Background: an optimization exercise with open tools, aiming at small area and a short achievable clock period. Do not read the settings as production practice.
Function was checked by simulation only, so behaviour that the tests miss may differ from the original.
Power is estimated from default activity; no workload was simulated.

$ cat flow/run.sh
#!/bin/bash
# synth_recipe.tcl (not shown) runs the flow's synth.tcl, then flattens the netlist and writes it again
# the make line also repeats each setting of config.mk as NAME=value (left out here)
make -C /OpenROAD-flow-scripts/flow DESIGN_CONFIG=/design/flow/config.mk WORK_HOME=/design/flow/orfs CLKGATE_MAP_FILE= SYNTH_SCRIPT=/design/flow/synth_recipe.tcl finish
$ cat flow/config.mk
export PLATFORM = sky130hd
export DESIGN_NAME = singlecycle
export DESIGN_NICKNAME = singlecycle
export VERILOG_FILES = /design/flow/design.v
export SDC_FILE = /design/flow/constraint.sdc
export NUM_CORES = 8
export LEC_CHECK = 0
export CAP_MARGIN = 20
export CORE_MARGIN = 2
export CORE_UTILIZATION = 40
export SLEW_MARGIN = 20
$ cat flow/constraint.sdc
create_clock -name core_clock -period 15.0 [get_ports {i_clk}]
set_input_delay 3.0000 -clock core_clock [delete_from_list [all_inputs] [get_ports {i_clk}]]
set_output_delay 3.0000 -clock core_clock [all_outputs]
set_load 0.01 [all_outputs]
$ cat flow/design.v
module regfile (
  input  logic        i_clk,
  input  logic        i_rst,
  input  logic [4:0]  i_rs1,
  input  logic [4:0]  i_rs2,
  input  logic [4:0]  i_rd,
  input  logic        i_we,
  input  logic [31:0] i_wd,
  output logic [31:0] o_rs1,
  output logic [31:0] o_rs2
);
  logic [31:0] valid;
  logic [31:0] regs [32];
  assign valid[0] = 1'b0;
  assign regs[0]  = '0;
  genvar i;
  generate
    for (i = 1; i < 32; i++) begin : g_reg
      logic [31:0] r;
      logic        v;
      wire wen = i_we && (i_rd == i);
      always_ff @(posedge i_clk)
        if (wen) r <= i_wd;
      always_ff @(posedge i_clk or posedge i_rst)
        if (i_rst) v <= 1'b0;
        else if (wen) v <= 1'b1;
      assign regs[i]  = r;
      assign valid[i] = v;
    end
  endgenerate
  always_comb begin
    o_rs1 = '0;
    o_rs2 = '0;
    for (int k = 1; k < 32; k++) begin
      o_rs1 = o_rs1 | ({32{valid[k] && (i_rs1 == k)}} & regs[k]);
      o_rs2 = o_rs2 | ({32{valid[k] && (i_rs2 == k)}} & regs[k]);
    end
  end
endmodule
module brc (
  input  logic [31:0] i_a,
  input  logic [31:0] i_b,
  input  logic        i_un,
  output logic        o_less,
  output logic        o_eq
);
  logic [32:0] d;
  assign d = {1'b0, i_a} - {1'b0, i_b};
  assign o_eq = (i_a == i_b);
  assign o_less = i_un ? (d[32] | (i_b == 32'b0))
                       : ((i_a[31] ^ i_b[31]) ? i_a[31] : d[31]);
endmodule
module alu (
  input  logic [31:0] i_a,
  input  logic [31:0] i_b,
  input  logic        i_sub,
  input  logic [2:0]  i_f3,
  input  logic        i_arith,      
  input  logic        i_less,       
  input  logic        i_op,         
  output logic [31:0] o_sum,
  output logic [31:0] o_res
);
  assign o_sum = i_a + (i_sub ? ~i_b : i_b) + {31'b0, i_sub};
  logic [31:0] shr, shl;
  logic [63:0] shr_w;
  assign shr_w = {{32{i_arith & i_a[31]}}, i_a} >> i_b[4:0];
  assign shr   = shr_w[31:0];
  assign shl = i_a << i_b[4:0];
  always_comb begin
    if (!i_op) o_res = o_sum;
    else case (i_f3)
      3'b000: o_res = o_sum;
      3'b001: o_res = shl;
      3'b010: o_res = {31'b0, i_less};
      3'b011: o_res = {31'b0, i_less};
      3'b100: o_res = i_a ^ i_b;
      3'b101: o_res = shr;
      3'b110: o_res = i_a | i_b;
      default: o_res = i_a & i_b;
    endcase
  end
endmodule
module lsu (
  input  logic        i_clk,
  input  logic        i_rst,
  input  logic [31:0] i_addr,
  input  logic [31:0] i_st_data,
  input  logic        i_st,         
  input  logic [2:0]  i_f3,
  input  logic [31:0] i_io_sw,
  input  logic [31:0] i_io_btn,
  output logic [31:0] o_ld_data,
  output logic [16:0] o_ledr,
  output logic [7:0]  o_ledg,
  output logic [31:0] o_lcd,
  output logic [63:0] o_seg
);
  wire [1:0] off = i_addr[1:0];
  wire in_mem  = (i_addr[31:13] == 19'd1);
  wire in_ledr = (i_addr[31:4] == 28'h700);
  wire in_ledg = (i_addr[31:4] == 28'h701);
  wire in_seg0 = (i_addr[31:2] == 30'h1C08);
  wire in_seg1 = (i_addr[31:2] == 30'h1C09);
  wire in_lcd  = (i_addr[31:4] == 28'h703);
  wire in_sw   = (i_addr[31:4] == 28'h780);
  wire in_btn  = (i_addr[31:4] == 28'h781);
  logic [63:0] wsel;
  always_comb
    for (int w = 0; w < 64; w++) wsel[w] = (i_addr[7:2] == w);
  logic [31:0] words [64];
  logic [31:0] mem_rd;
  always_comb begin
    mem_rd = '0;
    for (int w = 0; w < 64; w++) mem_rd = mem_rd | ({32{wsel[w]}} & words[w]);
  end
  logic [3:0]  m0, mask;
  logic [31:0] sdata;
  always_comb begin
    case (i_f3)
      3'b010:  m0 = 4'b1111;
      3'b001:  m0 = 4'b0011;
      3'b000:  m0 = 4'b0001;
      default: m0 = 4'b0000;
    endcase
    mask  = m0 << off;
    sdata = i_st_data << {off, 3'b000};
  end
  logic [31:0] mem_wd;
  always_comb
    for (int b = 0; b < 4; b++)
      mem_wd[8*b +: 8] = mask[b] ? sdata[8*b +: 8] : mem_rd[8*b +: 8];
  wire mem_we = i_st && in_mem;
  genvar g;
  generate
    for (g = 0; g < 64; g++) begin : g_mem
      logic [31:0] q;
      always_ff @(posedge i_clk)
        if (mem_we && wsel[g]) q <= mem_wd;
      assign words[g] = q;
    end
  endgenerate
  logic [63:0] seg;
  wire seg_h3 = (i_f3 == 3'b001) && (off == 2'b11);    
  always_ff @(posedge i_clk or posedge i_rst) begin
    if (i_rst) begin
      o_ledr <= '0;
      o_ledg <= '0;
      o_lcd  <= '0;
      seg    <= '0;
    end else if (i_st) begin
      if (in_ledr) o_ledr <= i_st_data[16:0];
      if (in_ledg) o_ledg <= i_st_data[7:0];
      if (in_lcd)  o_lcd  <= i_st_data;
      for (int b = 0; b < 4; b++) begin
        if (in_seg0 && mask[b] && !seg_h3) seg[8*b +: 8]      <= sdata[8*b +: 8];
        if (in_seg1 && mask[b] && !seg_h3) seg[32 + 8*b +: 8] <= sdata[8*b +: 8];
      end
    end
  end
  assign o_seg = seg;
  logic [31:0] wsrc, al;
  always_comb begin
    wsrc = ({32{in_mem}} & mem_rd) | ({32{in_seg0}} & seg[31:0]) | ({32{in_seg1}} & seg[63:32]);
    al   = wsrc >> {off, 3'b000};
    case (i_f3)
      3'b010:  o_ld_data = al;
      3'b001:  o_ld_data = (off == 2'b11) ? 32'b0 : {{16{al[15]}}, al[15:0]};
      3'b000:  o_ld_data = {{24{al[7]}}, al[7:0]};
      3'b100:  o_ld_data = {24'b0, al[7:0]};
      3'b101:  o_ld_data = (off == 2'b11) ? 32'b0 : {16'b0, al[15:0]};
      default: o_ld_data = 32'b0;
    endcase
    o_ld_data = o_ld_data
              | ({32{in_ledr}} & {15'b0, o_ledr})
              | ({32{in_ledg}} & {24'b0, o_ledg})
              | ({32{in_lcd}}  & o_lcd)
              | ({32{in_sw}}   & {14'b0, i_io_sw[17:0]})
              | ({32{in_btn}}  & {22'b0, i_io_btn[9:0]});
  end
endmodule
module singlecycle(
  input  wire        i_clk,
  input  wire        i_rst,
  input  wire [31:0] i_io_sw,
  input  wire [31:0] i_io_btn,
  output wire [31:0] o_imem_addr,
  input  wire [31:0] i_imem_data,
  output wire [31:0] o_pc_debug,
  output wire        o_insn_vld,
  output wire [31:0] o_io_ledg,
  output wire [31:0] o_io_ledr,
  output wire [31:0] o_io_lcd,
  output wire [6:0]  o_io_hex0,
  output wire [6:0]  o_io_hex1,
  output wire [6:0]  o_io_hex2,
  output wire [6:0]  o_io_hex3,
  output wire [6:0]  o_io_hex4,
  output wire [6:0]  o_io_hex5,
  output wire [6:0]  o_io_hex6,
  output wire [6:0]  o_io_hex7
);
  logic [31:0] pc, pc_dbg;
  logic        vld;
  wire  [31:0] ins = i_imem_data;
  assign o_imem_addr = pc;
  wire [6:0] op = ins[6:0];
  wire [2:0] f3 = ins[14:12];
  wire is_load  = (op == 7'b0000011);
  wire is_store = (op == 7'b0100011);
  wire is_r     = (op == 7'b0110011);
  wire is_br    = (op == 7'b1100011);
  wire is_i     = (op == 7'b0010011);
  wire is_jal   = (op == 7'b1101111);
  wire is_jalr  = (op == 7'b1100111);
  wire is_lui   = (op == 7'b0110111);
  wire is_auipc = (op == 7'b0010111);
  wire insn_vld = is_load | is_store | is_r | is_br | is_i | is_jal | is_jalr | is_lui | is_auipc;
  wire rd_we    = is_load | is_r | is_i | is_jal | is_jalr | is_lui | is_auipc;
  logic [31:0] imm;
  always_comb begin
    if (is_store)             imm = {{20{ins[31]}}, ins[31:25], ins[11:7]};
    else if (is_br)           imm = {{20{ins[31]}}, ins[7], ins[30:25], ins[11:8], 1'b0};
    else if (is_jal)          imm = {{12{ins[31]}}, ins[19:12], ins[20], ins[30:21], 1'b0};
    else if (is_lui | is_auipc) imm = {ins[31:12], 12'b0};
    else                      imm = {{20{ins[31]}}, ins[31:20]};
  end
  logic [31:0] rs1, rs2, wb;
  regfile u_rf (
    .i_clk(i_clk), .i_rst(i_rst),
    .i_rs1(ins[19:15]), .i_rs2(ins[24:20]), .i_rd(ins[11:7]),
    .i_we(rd_we), .i_wd(wb),
    .o_rs1(rs1), .o_rs2(rs2)
  );
  wire slti = is_i && (f3[2:1] == 2'b01);
  wire un   = (is_br && f3[2:1] == 2'b11) || ((is_r || is_i) && f3 == 3'b011);
  logic less, eq;
  brc u_brc (.i_a(rs1), .i_b(slti ? imm : rs2), .i_un(un), .o_less(less), .o_eq(eq));
  logic taken;
  always_comb
    case (f3)
      3'b000:  taken = eq;
      3'b001:  taken = !eq;
      3'b100:  taken = less;
      3'b101:  taken = !less | eq;
      3'b110:  taken = less;
      3'b111:  taken = !less | eq;
      default: taken = 1'b0;
    endcase
  wire a_pc = is_br | is_jal | is_auipc;
  logic [31:0] sum, res;
  alu u_alu (
    .i_a(a_pc ? pc : rs1), .i_b(is_r ? rs2 : imm),
    .i_sub(is_r && ins[30] && f3 == 3'b000),
    .i_f3(f3), .i_arith(ins[30]), .i_less(less), .i_op(is_r | is_i),
    .o_sum(sum), .o_res(res)
  );
  logic [31:0] ld;
  logic [16:0] ledr;
  logic [7:0]  ledg;
  logic [63:0] seg;
  lsu u_lsu (
    .i_clk(i_clk), .i_rst(i_rst), .i_addr(sum), .i_st_data(rs2), .i_st(is_store),
    .i_f3(f3), .i_io_sw(i_io_sw), .i_io_btn(i_io_btn), .o_ld_data(ld),
    .o_ledr(ledr), .o_ledg(ledg), .o_lcd(o_io_lcd), .o_seg(seg)
  );
  assign o_io_ledr = {15'b0, ledr};
  assign o_io_ledg = {24'b0, ledg};
  assign o_io_hex0 = seg[6:0];
  assign o_io_hex1 = seg[14:8];
  assign o_io_hex2 = seg[22:16];
  assign o_io_hex3 = seg[30:24];
  assign o_io_hex4 = seg[38:32];
  assign o_io_hex5 = seg[46:40];
  assign o_io_hex6 = seg[54:48];
  assign o_io_hex7 = seg[62:56];
  wire [31:0] pc4 = pc + 32'd4;
  always_comb begin
    if (is_load)              wb = ld;
    else if (is_jal | is_jalr) wb = pc4;
    else if (is_lui)          wb = imm;
    else                      wb = res;
  end
  wire jump = is_jal | is_jalr | (is_br & taken);
  always_ff @(posedge i_clk or posedge i_rst) begin
    if (i_rst) begin
      pc     <= '0;
      pc_dbg <= '0;
      vld    <= 1'b0;
    end else begin
      pc     <= jump ? sum : pc4;
      pc_dbg <= pc;
      vld    <= insn_vld;
    end
  end
  assign o_pc_debug = pc_dbg;
  assign o_insn_vld = vld;
endmodule
==> impl.org <==
** Timing
- Worst hold margin :: between 0.4 and 0.5 ns
- Timing would allow up to 71.01 MHz.
- The hold violation total from the final report was 0.
- At the pin with the least slew margin, the transition time is roughly 1.3 ns.
- Setup total negative slack on the finished layout was measured at 0 ns.
- After layout, the minimum clock period comes to 14.08 ns.
- Setup violations remaining at the end of the flow were counted as 0.
- Worst slew margin relative to its limit :: 0.1165
- The number of max-slew violations in the final report was 0.
- Clock skew after layout :: 0.1005 ns
- Share of the cycle needed by the critical path after routing :: 0.9388
- Setup repair after global routing left no endpoint under its margin.

** CTS
- Buffers inserted during clock tree synthesis total 351.
- In this run the number of H-tree levels came out at 5.
- No sink is reached through more buffers than the 4 on the longest clock path.
- Clock root cell :: sky130_fd_sc_hd__clkbuf_16
- The clock reaches the later pin of the worst-skew pair after between 1 and 1.5 ns.
- The number of hold buffers added after CTS was 0.
- Number of gates resized after cts :: 0
- The number of setup buffers added after CTS is 0.
- Clk slew on worst S/H paths :: around 0.050 ns
- CTS tree :: built
- Clk sink count :: 3257

** Die
- From left edge to right edge, the die measures 602.7 µm.
- The die is roughly 600 µm tall.
- In this run the count of I/O pins placed on the die edge is 315.
- In this run the core area contains 219 standard-cell rows.
- Total Die Area :: 363300 µm²
- Starting density of the core :: 0.4025
- Core box area :: between 300000 and 400000 µm²

** Synthesis
- The average instance in the mapped netlist occupies 13.40 µm².
- The synthesized design contains 3040 enable-type register cells.
- Yosys top cell by area :: sky130_fd_sc_hd__edfxtp_1
- The synthesized design contains approximately 3300 register bits.
- Top cell type's share of synthesized area :: 0.6366
- Cells after synthesis :: 10700
- Counting flops with an async set or reset pin after synthesis yields a share of 0.06663.
- The netlist uses ~110 different library cells.
- In the synthesized netlist the dominant register cell turns out to be sky130_fd_sc_hd__edfxtp_1.
- Of the synthesized area, sequential elements account for 0.6745.
- Ys Warns :: 6
- The cell area that synthesis handed to floorplanning was between 100000 and 150000 µm².
- By area the synthesized netlist is led by sky130_fd_sc_hd__edfxtp_1 64%, sky130_fd_sc_hd__a22oi_1 5.2%, sky130_fd_sc_hd__dfrtp_1 3.8%, sky130_fd_sc_hd__nand2_1 2.1%, sky130_fd_sc_hd__nand3_1 1.9%.

** Cells and area
- Ratio of cells with drive above 1 in the final layout :: 0.2253
- For this run, the post-layout net count is 12374.
- The area growth from synthesis to layout is 24.87%.
- Leaving out fill and tap cells, the most frequent cell in the layout is sky130_fd_sc_hd__edfxtp_1.
- The library cells used most frequently in the layout, excluding fill and tap cells, are 3040 x sky130_fd_sc_hd__edfxtp_1, 1298 x sky130_fd_sc_hd__buf_4, 989 x sky130_fd_sc_hd__a22oi_1, 789 x sky130_fd_sc_hd__nand2_1, 552 x sky130_fd_sc_hd__nand3_1.
- Once layout is complete, the utilization of the core stands at 0.5026.

** Critical path
- The critical path is of the in -> reg type.
- The number of cells on the worst reg-to-reg path is 30.
- First element of the critical path :: i_imem_data[20]
- Among the stages of the critical path, the cell type that occurs most often is sky130_fd_sc_hd__buf_4.
- Critical register-to-register path startpoint :: u_rf.g_reg[10].v
- Peak per-stage delay on the critical path :: 1.31 ns
- Nature of the critical path endpoint :: register
- Data on the critical path is required at its endpoint by 15.80 ns.
- Gate family responsible for the most delay along the worst path :: buffers and inverters
- Among all stages on the critical path, the largest delay is contributed by sky130_fd_sc_hd__clkdlybuf4s50_1.
- Of all nets on the critical path, the largest fanout is 31.
- The worst register-to-register path has a setup slack of 3.84 ns.
- STA classifies the critical path startpoint as a primary input.
- In this run the critical register-to-register path is captured at u_rf.g_reg[27].r[6].
- Critical path buffers and inverters :: 11
- STA puts the critical path data arrival time at ~15 ns.

** Placed design
- At the end of routability-driven placement, the weighted congestion stood at around 1.1.
- Number of port buffers :: 239
- After legalization and detailed placement, the total HPWL measured approximately 570 mm.

** Global route
- Largest net degree at the start of global routing :: 101
- In the global route stage, overall resource usage came out at 0.4480.
- Vias in the first global route :: 116593
- The first global-routing pass estimated 1090 mm of wire.
- Antenna violations before repair :: between 80 and 90
- Global routing finished with a remaining overflow of 0.

** Drt
- Pre-Repair DR Iteration Count :: 14
- Detailed routing inserted a total of approximately 130k vias.
- After detailed routing, the number of remaining DRC violations is 0.
- Routed WL :: 841.0 mm
- After detailed routing, the number of vias per cell comes to 7.385.
- Detail Route Antenna Nets :: 0
- Count of routing violations after the opening detailed-route iteration :: between 20000 and 30000
- After detailed routing, the average wire length per cell comes to 48.77 µm.

** Pwr
- Cell Pwr Density :: between 100 and 150 nW/µm²
- Worst IR drop on VDD :: 0.1094 mV
- In this run the static leakage power is roughly 62 nW.

** Hold path
- Hold-critical path endpoint :: u_lsu.seg[15]
- Number of cells on the worst hold path :: 2
- Startpoint of the tightest hold check path :: u_lsu.seg[15]
- The min-delay analysis places its worst path in the category reg -> reg.

** Flow run
- Across the run, the number of max-cap violations was 0.

** Run status
- Run status :: no timing/DRC/antenna violations
-- area by class of cell --
class | count | area [µm²]
Clock buffer | 438 | 9308
Sequential cell | 3257 | 96720
Clock inverter | 201 | 1827
Inverter | 97 | 376.6
Antenna cell | 61 | 152.6
Timing Repair Buffer | 1923 | 19750
Fill cell | 30382 | 177200
Tap cell | 4751 | 5944
Multi-Input combinational cell | 6516 | 44980
-- through the flow --
stage	area (µm²)	worst slack (ns)	power, mW	std cells
finish	179000	0.9181	25.42	17244
detailed placement	167600	0.6122	16.51	16535
global placement	167500	0.5742	16.44	16531
global route	178900	1.269	25.59	17189
CTS	178700	1.590	24.93	17174
floorplan	143500	2.361	13.19	10738
-- logic make-up (layout without fill, tap and decap cells) --
logic type | Yosys count | count (layout) | share of synthesized area
and+or+nand+nor | 3095 | 3095 | 0.1102
muxes | 343 | 343 | 0.02590
adders and majority gates | 130 | 130 | 0.01145
AOI/OAI and AO/OA | 2841 | 2841 | 0.1440
buffers and inverters | 965 | 2659 | 0.02972
other | 1 | 100 | 0.00002615
xor gates and xnor gates | 68 | 68 | 0.004153
DFF | 3257 | 3257 | 0.6745
-- synth_stat cells (all sizes together), types with 217 or more instances --
master  instances
nand4         436
a21oi         384
dfrtp         217
nor2          418
a22oi         993
edfxtp       3040
o21ai         389
buf           329
nand3         556
clkbuf        539
nor3          288
nand2         794
-- metal layers --
metal  routed length, µm  track usage  vias up
met5                 480    0.0002643        -
met1              273100       0.5364    62372
met4               91400       0.3782       36
li1                    -            -    46143
met2              334000       0.6202    14726
met3              142000       0.1908     4076
-- worst register-to-register path: cells and delay by family (launching register included) --
family,cells,cell delay [ns]
adder cells (fa/ha/maj),1,0.59
AND/OR/NAND/NOR,9,3.34
flip-flops,1,0.44
XOR/XNOR,1,0.45
AO/OA/AOI/OAI,8,2.97
buffers and inverters,10,2.68
multiplexers,1,0.49
-- worst max path at each step --
stage	to	slack, ns	cells past startpoint
detailed placement	u_rf.g_reg[14].r[8]	0.61	31
global route	u_rf.g_reg[2].r[3]	1.27	31
finish	u_rf.g_reg[27].r[6]	0.92	32
CTS	u_rf.g_reg[18].r[8]	1.59	31
global placement	u_rf.g_reg[9].r[17]	0.57	30
floorplan	u_lsu.g_mem[13].q[0]	2.36	33
-- flip-flops by register name, indices dropped and copies added (netlist names) --
register and count:
u_rf.g.v 31, u_lsu.o_lcd 32, pc 32, vld 1
u_lsu.g_mem.q 2048, u_rf.g.r 992, pc_dbg 32, u_lsu.o_ledr 17
u_lsu.seg 64, u_lsu.o_ledg 8
-- power breakdown --
group	switching [mW]	internal (mW)
Sequential	0.105	11.0
Clock	3.85	4.81
Combinational	4.14	1.50
Total	8.09	17.3

==> what the ideal ports hide <==
The flow's constraints put no driver on any port. The routed layout listed below was extracted and timed again, unchanged, in two steps. Step 1 sets driving cells, clkbuf_16 on the clock port and buf_2 on the other inputs (assumed; they add their load-dependent delay and slew). Step 2, shift: input delay + t, output delay - t, t = (earliest + latest rising clock arrival at the registers) / 2. This alone moves slack from input paths to output paths. Three values: ideal, step 1, step 2; two values: the first two.
shift t [ns]: 1.093
setup WS [ns]: 0.918 / 0.999 / -0.094
hold slack, ns: 0.484 / 0.484 / 0.484
clock arrival spread, ns: 0.101 / 0.101
worst slew at a driven data input, ns: 0.14
With both steps, setup timing fails in this run, where it was met with ideal ports. For this run, drivers alone change the setup slack by +0.081 ns; drivers and shift together by -1.012 ns.
